Source: an optimization exercise on an open RTL-to-GDS flow (aim: small area and a short achievable clock period). Production flows keep margins and buffers that such runs may drop. At most, simulation tests tie the RTL to the original design; equivalence was not proved. Power is estimated from default activity; no workload was simulated.

==> module bist, before the edit <==
module bist #(parameter size = 6, length = 8) (
    input  logic clk,
    input  logic rst,
    input  logic start,
    input  logic csin,
    input  logic rwbarin,
    input  logic opr,
    input  logic [size-1:0] address,
    input  logic [length-1:0] datain,
    output logic [length-1:0] dataout,
    output logic fail
);
    logic        test;       
    logic [7:0]  rlo, rhi;
    logic [3:0]  cup;
    logic        cout;       
    logic        h;          
    logic [63:0][7:0] mem;
    genvar g, j, b;
    function automatic logic [7:0] pattern(input logic [2:0] p);
        case (p)
            3'd0: pattern = 8'hAA;
            3'd1: pattern = 8'h55;
            3'd2: pattern = 8'hF0;
            3'd3: pattern = 8'h0F;
            3'd4: pattern = 8'h00;
            3'd5: pattern = 8'hFF;
            3'd6: pattern = 8'h33;
            default: pattern = 8'hCC;
        endcase
    endfunction
    logic       n_o;         
    logic [1:0] en_n;        
    logic       trd;         
    logic       twr;         
    logic       n_d;         
    logic [7:0] tpat;        
    logic       cs, nrw;
    logic [7:0] d;
    assign cs  = test | csin;
    assign nrw = twr | (n_o & ~rwbarin);
    assign d   = tpat | (datain & {8{n_d}});
    logic n_lo, n_hr, n_hw;
    cell_dffs u_n_lo (.clk(clk), .set(rst), .d(~test_nx), .q(n_lo));
    cell_dffs u_n_hr (.clk(clk), .set(rst), .d(~test_nx), .q(n_hr));
    cell_dffs u_n_hw (.clk(clk), .set(rst), .d(~test_nx), .q(n_hw));
    logic [7:0] alo, ahir, ahiw, thir, thiw;
    logic [7:0] lo_w, hir, hiw;
    logic [7:0][7:0] lo_r;
    always_comb begin
        for (int i = 0; i < 8; i++) begin
            alo[i]  = (address[2:0] == i[2:0]) & n_lo;
            ahir[i] = (address[5:3] == i[2:0]) & rwbarin & n_hr;
            ahiw[i] = (address[5:3] == i[2:0]) & csin & ~rwbarin & n_hw;
            thir[i] = rhi[i] & cup[0];
            thiw[i] = rhi[i] & ~cup[0];
        end
    end
    generate
        for (g = 0; g < 8; g++) begin : g_dec
            for (j = 0; j < 8; j++) begin : g_lor
                cell_or2 u_lo_r (.a(alo[g]), .b(rlo[g]), .y(lo_r[j][g]));
            end
            cell_or2 u_lo_w (.a(alo[g]),  .b(rlo[g]),  .y(lo_w[g]));
            cell_or2 u_hir  (.a(ahir[g]), .b(thir[g]), .y(hir[g]));
            cell_or2 u_hiw  (.a(ahiw[g]), .b(thiw[g]), .y(hiw[g]));
        end
    endgenerate
    generate
        for (g = 0; g < 8; g++) begin : g_grp
            for (j = 0; j < 8; j++) begin : g_row
                logic we, wen;
                logic [7:0] nxt;
                cell_nand2 u_wen (.a(hiw[g]), .b(lo_w[j]), .y(wen));
                cell_inv   u_we  (.a(wen), .y(we));
                for (b = 0; b < 8; b++) begin : g_bit
                    cell_ao22 u_hold (.a1(mem[8*g+j][b]), .a2(wen), .b1(d[b]), .b2(we), .y(nxt[b]));
                end
                always_ff @(posedge clk) mem[8*g+j] <= nxt;
            end
        end
    endgenerate
    logic [7:0][7:0] grp;    
    logic [7:0] rsel, rdn_d, rdata_n;
    logic [7:0] wd;
    assign wd = d & {8{nrw}};
    generate
        for (b = 0; b < 8; b++) begin : g_rbit
            for (g = 0; g < 8; g++) begin : g_rgrp
                logic [7:0] col;
                for (j = 0; j < 8; j++) begin : g_col
                    assign col[j] = mem[8*g+j][b];
                end
                cell_ao8 u_g (.s(lo_r[b]), .q(col), .y(grp[b][g]));
            end
            cell_ao8  u_s (.s(hir), .q(grp[b]), .y(rsel[b]));
            cell_nor2 u_n (.a(rsel[b]), .b(wd[b]), .y(rdn_d[b]));
        end
    endgenerate
    always_ff @(posedge clk) begin
        if (cs) rdata_n <= rdn_d;
    end
    cell_dffs  u_n_o (.clk(clk), .set(rst), .d(~test_nx), .q(n_o));
    cell_dffs  u_n_d (.clk(clk), .set(rst), .d(~test_nx), .q(n_d));
    generate
        for (b = 0; b < 2; b++) begin : g_en
            cell_a31oi u_en (.a1(n_o), .a2(csin), .a3(rwbarin), .b1(trd), .y(en_n[b]));
        end
        for (b = 0; b < 8; b++) begin : g_out
            cell_nor2 u_o (.a(rdata_n[b]), .b(en_n[b/4]), .y(dataout[b]));
        end
    endgenerate
    logic       full;        
    logic       test_nx;
    logic [7:0] rlo_nx, rhi_nx;
    logic [3:0] cup_nx;
    assign full    = rlo[7] & rhi[7] & (&cup);
    assign test_nx = test ? ~cout : start;
    always_comb begin
        if (!test) begin
            rlo_nx = {7'd0, test_nx};
            rhi_nx = {7'd0, test_nx};
            cup_nx = 4'd0;
        end else if (full) begin
            rlo_nx = test_nx ? rlo : 8'd0;
            rhi_nx = test_nx ? rhi : 8'd0;
            cup_nx = cup;
        end else begin
            rlo_nx = {rlo[6:0], rlo[7]};
            rhi_nx = rlo[7] ? {rhi[6:0], rhi[7]} : rhi;
            cup_nx = (rlo[7] & rhi[7]) ? cup + 4'd1 : cup;
        end
    end
    always_ff @(posedge clk or posedge rst) begin
        if (rst) begin
            test <= 1'b0;
            trd  <= 1'b0;
            twr  <= 1'b0;
            tpat <= 8'd0;
        end else begin
            test <= test_nx;
            trd  <= test_nx & cup_nx[0];
            twr  <= test_nx & ~cup_nx[0];
            tpat <= test_nx ? pattern(cup_nx[3:1]) : 8'd0;
        end
    end
    always_ff @(posedge clk or posedge rst) begin
        if (rst) begin
            rlo <= 8'd0;
            rhi <= 8'd0;
        end else begin
            rlo <= rlo_nx;
            rhi <= rhi_nx;
        end
    end
    always_ff @(posedge clk) begin
        cup  <= cup_nx;
        cout <= test & full;
    end
    logic mism;
    assign mism = cup[0] ? (tpat != ~rdata_n) : (tpat != 8'h00);
    always_ff @(posedge clk or posedge rst) begin
        if (rst) begin
            h    <= 1'b0;
            fail <= 1'b0;
        end else begin
            h    <= cup[0];
            fail <= test & opr & h & mism;
        end
    end
endmodule
==> module cell_a31oi, before the edit <==
module cell_a31oi (input logic a1, a2, a3, b1, output logic y);
    assign y = ~((a1 & a2 & a3) | b1);
endmodule
==> module cell_dffr, before the edit <==
module cell_dffr (input logic clk, rst, d, output logic q);
    always_ff @(posedge clk or posedge rst) begin
        if (rst) q <= 1'b0;
        else     q <= d;
    end
endmodule
clock: 5.0 ns
lec_check: 0
cap_margin: 20
core_margin: 2
core_utilization: 60
cts_buf_list: sky130_fd_sc_hd__clkbuf_16
cts_cluster_diameter: 70
cts_cluster_size: 25
place_density: 0.72
setup_slack_margin: 2.7
slew_margin: 20
synth_hierarchical: 1
standard.sh (not shown) runs the stock make flow with config.mk's settings and CLKGATE_MAP_FILE= SYNTH_SCRIPT=/design/flow/synth_recipe.tcl, a recipe that flattens the netlist after the stock synthesis.
==> flow/flow/run.sh <==
#!/bin/bash
# Layout flow: the standard ORFS flow (standard.sh), with the port
# buffers made of buf_4 cells instead of the default delay-buffer cells.
set -euo pipefail
bash standard.sh 'BUFFER_PORTS_ARGS=-buffer_cell sky130_fd_sc_hd__buf_4' ${EXTRA_MAKE_ARGS:-} finish > flow_make.log 2>&1
The baseline completed without violations.
==> next run, changes <==
--- a/flow/design.v
+++ b/flow/design.v
@@ -28,26 +28,25 @@
             3'd6: pattern = 8'h33;
             default: pattern = 8'hCC;
         endcase
     endfunction
-    logic       n_o;         
-    logic [1:0] en_n;        
     logic       trd;         
     logic       twr;         
     logic       n_d;         
-    logic [7:0] tpat;        
+    logic [7:0] pat;         
     logic       cs, nrw;
     logic [7:0] d;
     assign cs  = test | csin;
-    assign nrw = twr | (n_o & ~rwbarin);
-    assign d   = tpat | (datain & {8{n_d}});
+    assign nrw = twr | (~trd & ~rwbarin);
+    assign pat = pattern(cup[3:1]);
+    assign d   = n_d ? datain : pat;
     logic n_lo, n_hr, n_hw;
     cell_dffs u_n_lo (.clk(clk), .set(rst), .d(~test_nx), .q(n_lo));
     cell_dffs u_n_hr (.clk(clk), .set(rst), .d(~test_nx), .q(n_hr));
     cell_dffs u_n_hw (.clk(clk), .set(rst), .d(~test_nx), .q(n_hw));
     logic [7:0] alo, ahir, ahiw, thir, thiw;
-    logic [7:0] lo_w, hir, hiw;
-    logic [7:0][7:0] lo_r;
+    logic [7:0] hir, hiw;
+    logic [7:0][7:0] lo_g;   
     always_comb begin
         for (int i = 0; i < 8; i++) begin
             alo[i]  = (address[2:0] == i[2:0]) & n_lo;
             ahir[i] = (address[5:3] == i[2:0]) & rwbarin & n_hr;
@@ -58,11 +57,10 @@
     end
     generate
         for (g = 0; g < 8; g++) begin : g_dec
             for (j = 0; j < 8; j++) begin : g_lor
-                cell_or2 u_lo_r (.a(alo[g]), .b(rlo[g]), .y(lo_r[j][g]));
+                cell_or2 u_lo (.a(alo[j]), .b(rlo[j]), .y(lo_g[g][j]));
             end
-            cell_or2 u_lo_w (.a(alo[g]),  .b(rlo[g]),  .y(lo_w[g]));
             cell_or2 u_hir  (.a(ahir[g]), .b(thir[g]), .y(hir[g]));
             cell_or2 u_hiw  (.a(ahiw[g]), .b(thiw[g]), .y(hiw[g]));
         end
     endgenerate
@@ -70,9 +68,9 @@
         for (g = 0; g < 8; g++) begin : g_grp
             for (j = 0; j < 8; j++) begin : g_row
                 logic we, wen;
                 logic [7:0] nxt;
-                cell_nand2 u_wen (.a(hiw[g]), .b(lo_w[j]), .y(wen));
+                cell_nand2 u_wen (.a(hiw[g]), .b(lo_g[g][j]), .y(wen));
                 cell_inv   u_we  (.a(wen), .y(we));
                 for (b = 0; b < 8; b++) begin : g_bit
                     cell_ao22 u_hold (.a1(mem[8*g+j][b]), .a2(wen), .b1(d[b]), .b2(we), .y(nxt[b]));
                 end
@@ -90,25 +88,25 @@
                 logic [7:0] col;
                 for (j = 0; j < 8; j++) begin : g_col
                     assign col[j] = mem[8*g+j][b];
                 end
-                cell_ao8 u_g (.s(lo_r[b]), .q(col), .y(grp[b][g]));
+                cell_ao8 u_g (.s(lo_g[g]), .q(col), .y(grp[b][g]));
             end
             cell_ao8  u_s (.s(hir), .q(grp[b]), .y(rsel[b]));
             cell_nor2 u_n (.a(rsel[b]), .b(wd[b]), .y(rdn_d[b]));
         end
     endgenerate
     always_ff @(posedge clk) begin
         if (cs) rdata_n <= rdn_d;
     end
-    cell_dffs  u_n_o (.clk(clk), .set(rst), .d(~test_nx), .q(n_o));
-    cell_dffs  u_n_d (.clk(clk), .set(rst), .d(~test_nx), .q(n_d));
+    cell_dffs u_n_d (.clk(clk), .set(rst), .d(~test_nx), .q(n_d));
     generate
-        for (b = 0; b < 2; b++) begin : g_en
-            cell_a31oi u_en (.a1(n_o), .a2(csin), .a3(rwbarin), .b1(trd), .y(en_n[b]));
-        end
         for (b = 0; b < 8; b++) begin : g_out
-            cell_nor2 u_o (.a(rdata_n[b]), .b(en_n[b/4]), .y(dataout[b]));
+            logic p, q_n, r_n;
+            cell_nor2   u_p (.a(rdata_n[b]), .b(twr), .y(p));
+            cell_nand3  u_q (.a(csin), .b(rwbarin), .c(p), .y(q_n));
+            cell_nand2b u_r (.a_n(rdata_n[b]), .b(trd), .y(r_n));
+            cell_nand2  u_o (.a(q_n), .b(r_n), .y(dataout[b]));
         end
     endgenerate
     logic       full;        
     logic       test_nx;
@@ -135,14 +133,12 @@
         if (rst) begin
             test <= 1'b0;
             trd  <= 1'b0;
             twr  <= 1'b0;
-            tpat <= 8'd0;
         end else begin
             test <= test_nx;
             trd  <= test_nx & cup_nx[0];
             twr  <= test_nx & ~cup_nx[0];
-            tpat <= test_nx ? pattern(cup_nx[3:1]) : 8'd0;
         end
     end
     always_ff @(posedge clk or posedge rst) begin
         if (rst) begin
@@ -157,9 +153,9 @@
         cup  <= cup_nx;
         cout <= test & full;
     end
     logic mism;
-    assign mism = cup[0] ? (tpat != ~rdata_n) : (tpat != 8'h00);
+    assign mism = cup[0] ? (pat != ~rdata_n) : (pat != 8'h00);
     always_ff @(posedge clk or posedge rst) begin
         if (rst) begin
             h    <= 1'b0;
             fail <= 1'b0;
@@ -186,16 +182,13 @@
 endmodule
 module cell_ao8 (input logic [7:0] s, q, output logic y);
     assign y = |(s & q);
 endmodule
-module cell_a31oi (input logic a1, a2, a3, b1, output logic y);
-    assign y = ~((a1 & a2 & a3) | b1);
+module cell_nand3 (input logic a, b, c, output logic y);
+    assign y = ~(a & b & c);
 endmodule
-module cell_dffr (input logic clk, rst, d, output logic q);
-    always_ff @(posedge clk or posedge rst) begin
-        if (rst) q <= 1'b0;
-        else     q <= d;
-    end
+module cell_nand2b (input logic a_n, b, output logic y);
+    assign y = a_n | ~b;
 endmodule
 module cell_dffs (input logic clk, set, d, output logic q);
     always_ff @(posedge clk or posedge set) begin
         if (set) q <= 1'b1;
What happened: Final area rose by 0.63%; clock skew fell by 7.9 ps; global-route usage fell by 11 points; area after synthesis stays flat; setup slack gains 52 ps; synthesized cell count rose by 0.92%; hold slack gains 8.9 ps; final cell count rose by 2.1%; routed wire length fell by 22%.

========
== oak ==
The RTL this note starts from:
==> flow/design.v <==
module bist #(parameter size = 6, length = 8) (
    input  logic clk,
    input  logic rst,
    input  logic start,
    input  logic csin,
    input  logic rwbarin,
    input  logic opr,
    input  logic [size-1:0] address,
    input  logic [length-1:0] datain,
    output logic [length-1:0] dataout,
    output logic fail
);
    logic        test;       
    logic [7:0]  rlo, rhi;
    logic [3:0]  cup;
    logic        cout;       
    logic        h;          
    logic [63:0][7:0] mem;
    genvar g, j, b;
    function automatic logic [7:0] pattern(input logic [2:0] p);
        case (p)
            3'd0: pattern = 8'hAA;
            3'd1: pattern = 8'h55;
            3'd2: pattern = 8'hF0;
            3'd3: pattern = 8'h0F;
            3'd4: pattern = 8'h00;
            3'd5: pattern = 8'hFF;
            3'd6: pattern = 8'h33;
            default: pattern = 8'hCC;
        endcase
    endfunction
    logic       trd;         
    logic       twr;         
    logic       n_d;         
    logic [7:0] pat;         
    logic       cs, nrw;
    logic [7:0] d;
    assign cs  = test | csin;
    assign nrw = twr | (~trd & ~rwbarin);
    assign pat = pattern(cup[3:1]);
    assign d   = n_d ? datain : pat;
    logic n_lo, n_hr, n_hw;
    cell_dffs u_n_lo (.clk(clk), .set(rst), .d(~test_nx), .q(n_lo));
    cell_dffs u_n_hr (.clk(clk), .set(rst), .d(~test_nx), .q(n_hr));
    cell_dffs u_n_hw (.clk(clk), .set(rst), .d(~test_nx), .q(n_hw));
    logic [7:0] alo, ahir, ahiw, thir, thiw;
    logic [7:0] hir, hiw;
    logic [7:0][7:0] lo_g;   
    always_comb begin
        for (int i = 0; i < 8; i++) begin
            alo[i]  = (address[2:0] == i[2:0]) & n_lo;
            ahir[i] = (address[5:3] == i[2:0]) & rwbarin & n_hr;
            ahiw[i] = (address[5:3] == i[2:0]) & csin & ~rwbarin & n_hw;
            thir[i] = rhi[i] & cup[0];
            thiw[i] = rhi[i] & ~cup[0];
        end
    end
    generate
        for (g = 0; g < 8; g++) begin : g_dec
            for (j = 0; j < 8; j++) begin : g_lor
                cell_or2 u_lo (.a(alo[j]), .b(rlo[j]), .y(lo_g[g][j]));
            end
            cell_or2 u_hir  (.a(ahir[g]), .b(thir[g]), .y(hir[g]));
            cell_or2 u_hiw  (.a(ahiw[g]), .b(thiw[g]), .y(hiw[g]));
        end
    endgenerate
    generate
        for (g = 0; g < 8; g++) begin : g_grp
            for (j = 0; j < 8; j++) begin : g_row
                logic we, wen;
                logic [7:0] nxt;
                cell_nand2 u_wen (.a(hiw[g]), .b(lo_g[g][j]), .y(wen));
                cell_inv   u_we  (.a(wen), .y(we));
                for (b = 0; b < 8; b++) begin : g_bit
                    cell_ao22 u_hold (.a1(mem[8*g+j][b]), .a2(wen), .b1(d[b]), .b2(we), .y(nxt[b]));
                end
                always_ff @(posedge clk) mem[8*g+j] <= nxt;
            end
        end
    endgenerate
    logic [7:0][7:0] grp;    
    logic [7:0] rsel, rdn_d, rdata_n;
    logic [7:0] wd;
    assign wd = d & {8{nrw}};
    generate
        for (b = 0; b < 8; b++) begin : g_rbit
            for (g = 0; g < 8; g++) begin : g_rgrp
                logic [7:0] col;
                for (j = 0; j < 8; j++) begin : g_col
                    assign col[j] = mem[8*g+j][b];
                end
                cell_ao8 u_g (.s(lo_g[g]), .q(col), .y(grp[b][g]));
            end
            cell_ao8  u_s (.s(hir), .q(grp[b]), .y(rsel[b]));
            cell_nor2 u_n (.a(rsel[b]), .b(wd[b]), .y(rdn_d[b]));
        end
    endgenerate
    always_ff @(posedge clk) begin
        if (cs) rdata_n <= rdn_d;
    end
    cell_dffs u_n_d (.clk(clk), .set(rst), .d(~test_nx), .q(n_d));
    generate
        for (b = 0; b < 8; b++) begin : g_out
            logic p, q_n, r_n;
            cell_nor2   u_p (.a(rdata_n[b]), .b(twr), .y(p));
            cell_nand3  u_q (.a(csin), .b(rwbarin), .c(p), .y(q_n));
            cell_nand2b u_r (.a_n(rdata_n[b]), .b(trd), .y(r_n));
            cell_nand2  u_o (.a(q_n), .b(r_n), .y(dataout[b]));
        end
    endgenerate
    logic       full;        
    logic       test_nx;
    logic [7:0] rlo_nx, rhi_nx;
    logic [3:0] cup_nx;
    assign full    = rlo[7] & rhi[7] & (&cup);
    assign test_nx = test ? ~cout : start;
    always_comb begin
        if (!test) begin
            rlo_nx = {7'd0, test_nx};
            rhi_nx = {7'd0, test_nx};
            cup_nx = 4'd0;
        end else if (full) begin
            rlo_nx = test_nx ? rlo : 8'd0;
            rhi_nx = test_nx ? rhi : 8'd0;
            cup_nx = cup;
        end else begin
            rlo_nx = {rlo[6:0], rlo[7]};
            rhi_nx = rlo[7] ? {rhi[6:0], rhi[7]} : rhi;
            cup_nx = (rlo[7] & rhi[7]) ? cup + 4'd1 : cup;
        end
    end
    always_ff @(posedge clk or posedge rst) begin
        if (rst) begin
            test <= 1'b0;
            trd  <= 1'b0;
            twr  <= 1'b0;
        end else begin
            test <= test_nx;
            trd  <= test_nx & cup_nx[0];
            twr  <= test_nx & ~cup_nx[0];
        end
    end
    always_ff @(posedge clk or posedge rst) begin
        if (rst) begin
            rlo <= 8'd0;
            rhi <= 8'd0;
        end else begin
            rlo <= rlo_nx;
            rhi <= rhi_nx;
        end
    end
    always_ff @(posedge clk) begin
        cup  <= cup_nx;
        cout <= test & full;
    end
    logic mism;
    assign mism = cup[0] ? (pat != ~rdata_n) : (pat != 8'h00);
    always_ff @(posedge clk or posedge rst) begin
        if (rst) begin
            h    <= 1'b0;
            fail <= 1'b0;
        end else begin
            h    <= cup[0];
            fail <= test & opr & h & mism;
        end
    end
endmodule
module cell_inv (input logic a, output logic y);
    assign y = ~a;
endmodule
module cell_nand2 (input logic a, b, output logic y);
    assign y = ~(a & b);
endmodule
module cell_or2 (input logic a, b, output logic y);
    assign y = a | b;
endmodule
module cell_nor2 (input logic a, b, output logic y);
    assign y = ~(a | b);
endmodule
module cell_ao22 (input logic a1, a2, b1, b2, output logic y);
    assign y = (a1 & a2) | (b1 & b2);
endmodule
module cell_ao8 (input logic [7:0] s, q, output logic y);
    assign y = |(s & q);
endmodule
module cell_nand3 (input logic a, b, c, output logic y);
    assign y = ~(a & b & c);
endmodule
module cell_nand2b (input logic a_n, b, output logic y);
    assign y = a_n | ~b;
endmodule
module cell_dffs (input logic clk, set, d, output logic q);
    always_ff @(posedge clk or posedge set) begin
        if (set) q <= 1'b1;
        else     q <= d;
    end
endmodule
Settings: LEC_CHECK=0, CAP_MARGIN=20, CORE_MARGIN=2, CORE_UTILIZATION=60, CTS_BUF_LIST=sky130_fd_sc_hd__clkbuf_16, CTS_CLUSTER_DIAMETER=70, CTS_CLUSTER_SIZE=25, PLACE_DENSITY=0.72, SETUP_SLACK_MARGIN=2.5, SLEW_MARGIN=20, SYNTH_HIERARCHICAL=1; clock period 5.0 ns.
Scripts as last shown in full above: flow/flow/run.sh
#### Input delta (pine over oak)
--- a/flow/design.v
+++ b/flow/design.v
@@ -76,39 +76,39 @@
                 end
                 always_ff @(posedge clk) mem[8*g+j] <= nxt;
             end
         end
     endgenerate
     logic [7:0][7:0] grp;    
-    logic [7:0] rsel, rdn_d, rdata_n;
+    logic [7:0] rsel, rdq_d, rdata_q;
     logic [7:0] wd;
     assign wd = d & {8{nrw}};
     generate
         for (b = 0; b < 8; b++) begin : g_rbit
             for (g = 0; g < 8; g++) begin : g_rgrp
                 logic [7:0] col;
                 for (j = 0; j < 8; j++) begin : g_col
                     assign col[j] = mem[8*g+j][b];
                 end
                 cell_ao8 u_g (.s(lo_g[g]), .q(col), .y(grp[b][g]));
             end
             cell_ao8  u_s (.s(hir), .q(grp[b]), .y(rsel[b]));
-            cell_nor2 u_n (.a(rsel[b]), .b(wd[b]), .y(rdn_d[b]));
+            cell_or2  u_n (.a(rsel[b]), .b(wd[b]), .y(rdq_d[b]));
         end
     endgenerate
     always_ff @(posedge clk) begin
-        if (cs) rdata_n <= rdn_d;
+        if (cs) rdata_q <= rdq_d;
     end
     cell_dffs u_n_d (.clk(clk), .set(rst), .d(~test_nx), .q(n_d));
     generate
         for (b = 0; b < 8; b++) begin : g_out
-            logic p, q_n, r_n;
-            cell_nor2   u_p (.a(rdata_n[b]), .b(twr), .y(p));
-            cell_nand3  u_q (.a(csin), .b(rwbarin), .c(p), .y(q_n));
-            cell_nand2b u_r (.a_n(rdata_n[b]), .b(trd), .y(r_n));
-            cell_nand2  u_o (.a(q_n), .b(r_n), .y(dataout[b]));
+            logic ntw, q_n, r_n;
+            cell_inv   u_t (.a(twr), .y(ntw));
+            cell_nand4 u_q (.a(csin), .b(rwbarin), .c(rdata_q[b]), .d(ntw), .y(q_n));
+            cell_nand2 u_r (.a(rdata_q[b]), .b(trd), .y(r_n));
+            cell_nand2 u_o (.a(q_n), .b(r_n), .y(dataout[b]));
         end
     endgenerate
     logic       full;        
     logic       test_nx;
     logic [7:0] rlo_nx, rhi_nx;
     logic [3:0] cup_nx;
@@ -151,13 +151,13 @@
     end
     always_ff @(posedge clk) begin
         cup  <= cup_nx;
         cout <= test & full;
     end
     logic mism;
-    assign mism = cup[0] ? (pat != ~rdata_n) : (pat != 8'h00);
+    assign mism = cup[0] ? (pat != rdata_q) : (pat != 8'h00);
     always_ff @(posedge clk or posedge rst) begin
         if (rst) begin
             h    <= 1'b0;
             fail <= 1'b0;
         end else begin
             h    <= cup[0];
@@ -180,17 +180,14 @@
 module cell_ao22 (input logic a1, a2, b1, b2, output logic y);
     assign y = (a1 & a2) | (b1 & b2);
 endmodule
 module cell_ao8 (input logic [7:0] s, q, output logic y);
     assign y = |(s & q);
 endmodule
-module cell_nand3 (input logic a, b, c, output logic y);
-    assign y = ~(a & b & c);
-endmodule
-module cell_nand2b (input logic a_n, b, output logic y);
-    assign y = a_n | ~b;
+module cell_nand4 (input logic a, b, c, d, output logic y);
+    assign y = ~(a & b & c & d);
 endmodule
 module cell_dffs (input logic clk, set, d, output logic q);
     always_ff @(posedge clk or posedge set) begin
         if (set) q <= 1'b1;
         else     q <= d;
     end
--- outcome ---
Start point of the critical path = address[0]: oak; start point of the critical path = address[2]: pine
On clock buffer count, the lower figure sits with oak, not pine.
In the reports for oak and pine, the larger total cell area at the placement stage belongs to pine.
Max freq oak -> pine: degraded
Compared oak against pine; die area within noise.
Synthesis-to-finish area growth: pine vs oak up 1.5 points
Netlist area before placement delta (oak -> pine): insignificant
pine vs oak — sequential share of power dropped 1.9 points.
Going from oak to pine, fraction of power consumed by combinational cells shrinks by 0.2 points.
Function not checked in pine: the RTL went through the layout flow alone.

[static timing again, ports no longer ideal]
In the flow no input, the clock included, has a driving cell. The finished layouts below were timed again as built, in two steps. Step 1: set_driving_cell puts a clkbuf_16 on clk and a buf_2 on each other input, an assumption about the parent block. Step 2 adds t to the input delays and takes it off the output delays; t is the mean of the earliest and latest rising clock arrival at the registers after step 1. Input paths then give back, and output paths get back, about the clock's delay inside the block. Three values: ideal ports, drivers, drivers and shift; two values: the first two.
run | t, ns | setup WS [ns] | worst hold slack (ns) | latest minus earliest clock arrival (ns)
the first run of note 1 | 0.666 | 2.416 / 2.360 / 1.826 | 0.406 / 0.372 / 0.494 | 0.035 / 0.034
the second run of note 1 | 0.643 | 2.468 / 2.414 / 2.008 | 0.415 / 0.448 / 0.493 | 0.029 / 0.028
oak | 0.633 | 2.473 / 2.431 / 1.860 | 0.466 / 0.436 / 0.493 | 0.016 / 0.017
pine | 0.666 | 2.391 / 2.342 / 1.722 | 0.414 / 0.428 / 0.491 | 0.018 / 0.018
After both steps setup and hold are still met in every run listed. For pine, which loses most, drivers alone change the setup slack by -0.049 ns; drivers and shift together by -0.669 ns.
